This is an optimization exercise on Yosys and OpenROAD, whose aim is small area and a short achievable clock period, not a production implementation.
In this exercise RTL edits were held to simulation tests only and were not proved equivalent to the original.
The clock port is modelled as an ideal driver, which makes a skipped or thinned clock tree look cheaper than it is; a real chip needs a root buffer or a tree.
Power and IR drop assume default switching activity.

## alu_top
module alu_top(
    input clk,
    input [7:0] a_in, b_in,
    input [3:0] command_in,
    input oe,
    output reg [15:0] d_out
    );
    reg [7:0] a_q, b_q;
    reg [3:0] cmd_q;
    reg       oe_q;
    reg [1:0] m1n_q;
    wire [1:0] m1n;
    wire [15:0] y;
    div8_s1 u_s1(.a(a_in[7:6]), .b(b_in), .mn(m1n));
    always @(posedge clk) begin
        a_q   <= a_in;
        b_q   <= b_in;
        cmd_q <= command_in;
        oe_q  <= oe;
        m1n_q <= m1n;
        d_out <= y;
    end
    alu u_alu(.a_in(a_q), .b_in(b_q), .command_in(cmd_q), .oe(oe_q), .div_m1n(m1n_q), .d_out(y));
endmodule
For scale: roughly 640 cells after synthesis, roughly 38 I/O pins.
clock: 30.0 ns
lec_check: 0
cap_margin: 20
core_margin: 2
core_utilization: 60
slew_margin: 20
standard.sh (not shown) runs the stock make flow with config.mk's settings and CLKGATE_MAP_FILE= SYNTH_SCRIPT=/design/flow/synth_recipe.tcl, a recipe that flattens the netlist after the stock synthesis.
==> flow/flow/run.sh <==
#!/bin/bash
# The standard layout, with plain buffers (buf_2) on the ports in place of the
# delay buffers buffer_ports picks by default.  Every tool's output goes to
# make.log here; ORFS also keeps each step's log under orfs/logs/.
set -euo pipefail
export BUFFER_PORTS_ARGS="-buffer_cell sky130_fd_sc_hd__buf_2"
bash standard.sh > make.log 2>&1
Then changed:
==> flow/flow/run.sh (replaced) <==
#!/bin/bash
set -euo pipefail
export BUFFER_PORTS_ARGS="-buffer_cell sky130_fd_sc_hd__buf_2"
R=orfs/results/$FLOW_PLATFORM/alu_top/base
bash standard.sh cts > make_cts.log 2>&1
IN_ODB=$R/4_cts.odb OUT_ODB=$R/4_cts.odb openroad -exit -no_init flow/flatclk.tcl > flatclk.log 2>&1
bash standard.sh > make.log 2>&1
==> flow/flow/flatclk.tcl (new file) <==
read_db $::env(IN_ODB)
set block [ord::get_db_block]
set root [$block findInst clkbuf_0_clk]
set clknet [[$root findITerm A] getNet]
set rootnet [[$root findITerm X] getNet]
set leaves {}
foreach it [$rootnet getITerms] {
  if {[$it getInst] ne $root} { lappend leaves $it }
}
if {[llength $leaves] > 4} { error "[llength $leaves] leaf buffers: more than the clock port may drive" }
foreach it $leaves {
  set leaf [$it getInst]
  $it disconnect
  $it connect $clknet
  set lnet [[$leaf findITerm X] getNet]
  foreach s [$lnet getITerms] {
    set i [$s getInst]
    if {$i eq $leaf} { continue }
    if {![[$i getMaster] isSequential]} {
      puts "removing dummy load [$i getName] [[$i getMaster] getName]"
      odb::dbInst_destroy $i
    }
  }
  puts "leaf [$leaf getName] drives [expr {[llength [$lnet getITerms]] - 1}] pins"
}
puts "removing root buffer [$root getName]"
odb::dbInst_destroy $root
odb::dbNet_destroy $rootnet
puts "clock port drives [llength [$clknet getITerms]] pins"
detailed_placement
check_placement -verbose
write_db $::env(OUT_ODB)
After rerunning: The changed run finished clean; hold slack stays flat; setup slack is better by 92 ps; via count stays flat; core utilization falls by 0.93 points; synthesized area stays the same.
Then changed:
==> flow/flow/run.sh (replaced) <==
#!/bin/bash
# The standard layout, with plain buffers (buf_2) on the ports in place of the
# delay buffers buffer_ports picks by default, and a clock tree built from
# clkbuf_16 without sink clustering.  Every tool's output goes to make.log
# here; ORFS also keeps each step's log under orfs/logs/.
set -euo pipefail
export BUFFER_PORTS_ARGS="-buffer_cell sky130_fd_sc_hd__buf_2"
export CTS_ARGS="-repair_clock_nets -root_buf sky130_fd_sc_hd__clkbuf_16 -buf_list sky130_fd_sc_hd__clkbuf_16"
bash standard.sh > make.log 2>&1
removed: flow/flow/flatclk.tcl
After rerunning:
- design area climbs by 2.4%
- worst hold slack is about the same
- worst setup slack gets worse by 75 ps
- flip-flop and latch count is unchanged
- synthesized area stays the same
- combinational power hardly moves
- utilization is higher by 1.5 points
- first-iteration DRC count barely changes
- fmax drops by 1.1%
Then changed:
==> flow/flow/run.sh (replaced) <==
#!/bin/bash
# The standard layout, with plain buffers (buf_2) on the ports in place of the
# delay buffers buffer_ports picks by default, and timing repair asked to
# leave 23.6 ns of setup slack at the design's 30 ns clock (the SDC is
# unchanged).  Every tool's output goes to make.log here; ORFS also keeps
# each step's log under orfs/logs/.
set -euo pipefail
export BUFFER_PORTS_ARGS="-buffer_cell sky130_fd_sc_hd__buf_2"
export SETUP_SLACK_MARGIN=23.6
bash standard.sh > make.log 2>&1
Wire length came out higher by about 2%. Non-clock buffer count came out higher by 8. Flip-flop and latch count does not change. Worst setup slack is worse by 23 ps. Total power came out lower by 3.9%. Critical path depth does not change. Core utilization came out higher by 0.96 points. Die area does not change. Register-to-register slack is better by 510 ps. Via count came out higher by 1.5%.

==> static timing again, ports no longer ideal <==
No port has a modelled driver above. Below, the same layouts with a new extraction and two added sets of constraints. Step 1, drivers: a clkbuf_16 drives clk and a buf_2 each remaining input, both assumed. Step 2 moves the port delays by t, midway between the first and last clock arrival at a register: inputs arrive t later, outputs are due t later. That takes back most of the time a late clock gives input paths. Slacks: no drivers / after step 1 / after step 2; pairs: no drivers / after step 1.
run	t (ns)	setup WS [ns]	worst hold slack (ns)
the first run	0.332	23.264 / 23.228 / 23.204	0.788 / 0.788 / 0.788
the second run	0.200	23.355 / 23.355 / 23.210	0.787 / 0.787 / 0.787
the third run	0.328	23.281 / 23.239 / 23.213	0.786 / 0.786 / 0.786
the fourth run	0.334	23.257 / 23.222 / 23.341	0.823 / 0.823 / 0.823
After both steps setup and hold are still met in every run listed. The setup slack of the second run, which loses most, moves by 0.000 ns with the drivers and by -0.145 ns with both steps.
